What follows belongs to an exercise in optimizing a design on an open flow for small area, a short achievable clock period and few clock cycles; a production flow would make more cautious choices.
Only simulation tests tie the RTL to the original design; equivalence was not proved.

Design feedforward, start of the top module:
module feedforward(
    input [31:0] x1, x2, x3, x4,
    input [31:0] w1, w2, w3, w4,
    input clk,
    input rst,
    output wire [31:0] result,
    output wire done
    );
    localparam D_SR = 2'd0, D_UA = 2'd1, D_UB = 2'd2, D_RES = 2'd3;
    wire [3:0] nin = {(x4[30:0] != 0) && (w4[30:0] != 0),
                      (x3[30:0] != 0) && (w3[30:0] != 0),
                      (x2[30:0] != 0) && (w2[30:0] != 0),
                      (x1[30:0] != 0) && (w1[30:0] != 0)};
    wire sgn1 = x1[31] ^ w1[31];
    reg [3:0] nz;        
    reg [3:0] t;         
    reg       fin;       
    reg       v1;        
    reg       d1;        
    reg       v3;        
    reg [1:0] d3;        
    wire [7:0] ordr, ordi;
    ff_order oz(.n(nz), .o(ordr));
    ff_order oi(.n(nin), .o(ordi));
    wire [2:0] kk   = {2'b00, nz[0]} + {2'b00, nz[1]} + {2'b00, nz[2]} + {2'b00, nz[3]};
    wire       lf   = nz[0] & nz[1];
    reg       s2_act;
    reg [1:0] s2_dest;
    wire [2:0] ctl_z, ctl_i;
    ff_ctl cz(.n(nz), .tt(t + 4'd1), .c(ctl_z));
    ff_ctl ci(.n(nin), .tt(4'd1), .c(ctl_i));
    wire [2:0] ctl_next = rst ? ctl_i : ctl_z;
    wire d1_next = (t == 4'd2) ? ((kk == 3'd4) ? 1'b0 : lf) : 1'b1;
  ...
For scale: roughly 5900 cells after synthesis, about 240 flip-flops, about 290 I/O pins, about 41000 µm² of cells after synthesis.
export LEC_CHECK = 0
export ABC_AREA = 1
export CAP_MARGIN = 20
export CORE_MARGIN = 2
export CORE_UTILIZATION = 40
export SETUP_SLACK_MARGIN = 2.5
export SLEW_MARGIN = 20
create_clock -name core_clock -period 10.0 [get_ports {clk}]
standard.sh (not shown) runs the stock make flow with config.mk's settings and CLKGATE_MAP_FILE= SYNTH_SCRIPT=/design/flow/synth_recipe.tcl, a recipe that flattens the netlist after the stock synthesis.
==> flow/flow/run.sh <==
#!/bin/bash
# The standard layout (the standard.sh: ORFS from synthesis to the final
# layout), except that the buffer put on every input and output port is the
# smallest plain buffer, sky130_fd_sc_hd__buf_1, rather than the default.
set -e
export BUFFER_PORTS_ARGS="-buffer_cell sky130_fd_sc_hd__buf_1"
bash standard.sh > standard_flow.log 2>&1
Testbench counts at the start, summed over its fixed seeds: cycles 3,567.
Then changed:
- CORE_UTILIZATION: 40 -> 55
- SETUP_SLACK_MARGIN: 2.5 -> 1.5
After rerunning:
- The new run ran to the end with no violations
- die area is lower by 27%
- clock-buffer cell count shrinks by 11
- synthesized area is unchanged
- sequential share of layout area rose by 1.3 points
- setup slack gets worse by 0.61 ns
- final area is lower by 8.1%
- final cell count went down by 7.6%

---

== main ==
Another version of the RTL of feedforward (not shown whole).
Size in the first run: roughly 6500 cells after synthesis, ~49000 µm² of cells after synthesis.
Settings: LEC_CHECK=0, CAP_MARGIN=20, CORE_MARGIN=2, CORE_UTILIZATION=40, SLEW_MARGIN=20; clock period 10.0 ns.
run.sh (not shown) runs the stock make flow with config.mk's settings and CLKGATE_MAP_FILE= SYNTH_SCRIPT=/design/flow/synth_recipe.tcl, a recipe that flattens the netlist after the stock synthesis.
Stock flow here: none of the scripts above is used.
Testbench counts of main, summed over its fixed seeds: cycles 3,567.
Edits applied to the flow inputs when going from main to the feature branch:
diff --git a/flow/config.mk b/flow/config.mk
--- a/flow/config.mk
+++ b/flow/config.mk
@@ -9,3 +9,4 @@
 export CORE_MARGIN = 2
-export CORE_UTILIZATION = 40
+export CORE_UTILIZATION = 60
+export SETUP_SLACK_MARGIN = 1.2
 export SLEW_MARGIN = 20
### Flow results
The feature branch vs main: minimum period implied by the final worst setup slack down in the feature branch. Compared with main, the feature branch shows area of placed instances that has gone down slightly. Diff main..the feature branch | delay of the slowest critical-path stage | negligible. [compare] base=main new=the feature branch: die area went down about 33%; total of flip-flops plus latches after synthesis held. Looking at endpoint of the worst setup timing path, the as_sum[27] result is from the feature branch; the as_sum[24] one comes from main. Diff main -> the feature branch: sum of met2 wire segment lengths after detailed routing shows a reduction of 6.1 mm; total of plain and repair buffers excluding clock buffers shows an increase of 62; via count shows an increase of 3020.

separate check: timing with driven ports:
Ports are ideal in the flow. The routed layouts listed here were re-timed in OpenROAD.
Step 1 (the two cells are an assumption about what drives the block):
set clk [get_ports {clk}]
set_driving_cell -lib_cell sky130_fd_sc_hd__clkbuf_16 $clk
set_driving_cell -lib_cell sky130_fd_sc_hd__buf_2 [delete_from_list [all_inputs] $clk]
Step 2 also shifts input and output timing later by t, the mid clock arrival at the registers, as if the neighbouring blocks saw the same clock.
Three values: ideal ports, drivers, drivers and shift; two values: the first two.
run | t (ns) | slack for setup (ns) | hold WS [ns] | clock arrival spread, ns | worst register clock-pin slew, ns
the first run of note 1 | 0.661 | 2.506 / 2.506 / 2.301 | 0.473 / 0.473 / 0.473 | 0.069 / 0.068 | 0.07 / 0.07
the second run of note 1 | 0.657 | 1.899 / 1.899 / 1.899 | 0.475 / 0.475 / 0.475 | 0.032 / 0.032 | 0.07 / 0.07
main | 0.680 | 0.432 / 0.432 / 0.432 | 0.479 / 0.479 / 0.479 | 0.029 / 0.029 | 0.08 / 0.08
the feature branch | 0.684 | 0.609 / 0.609 / 0.609 | 0.496 / 0.496 / 0.496 | 0.022 / 0.022 | 0.07 / 0.07
After both steps every run listed still meets setup and hold. For the first run of note 1, which loses most, drivers alone change the setup slack by 0.000 ns; drivers and shift together by -0.205 ns.
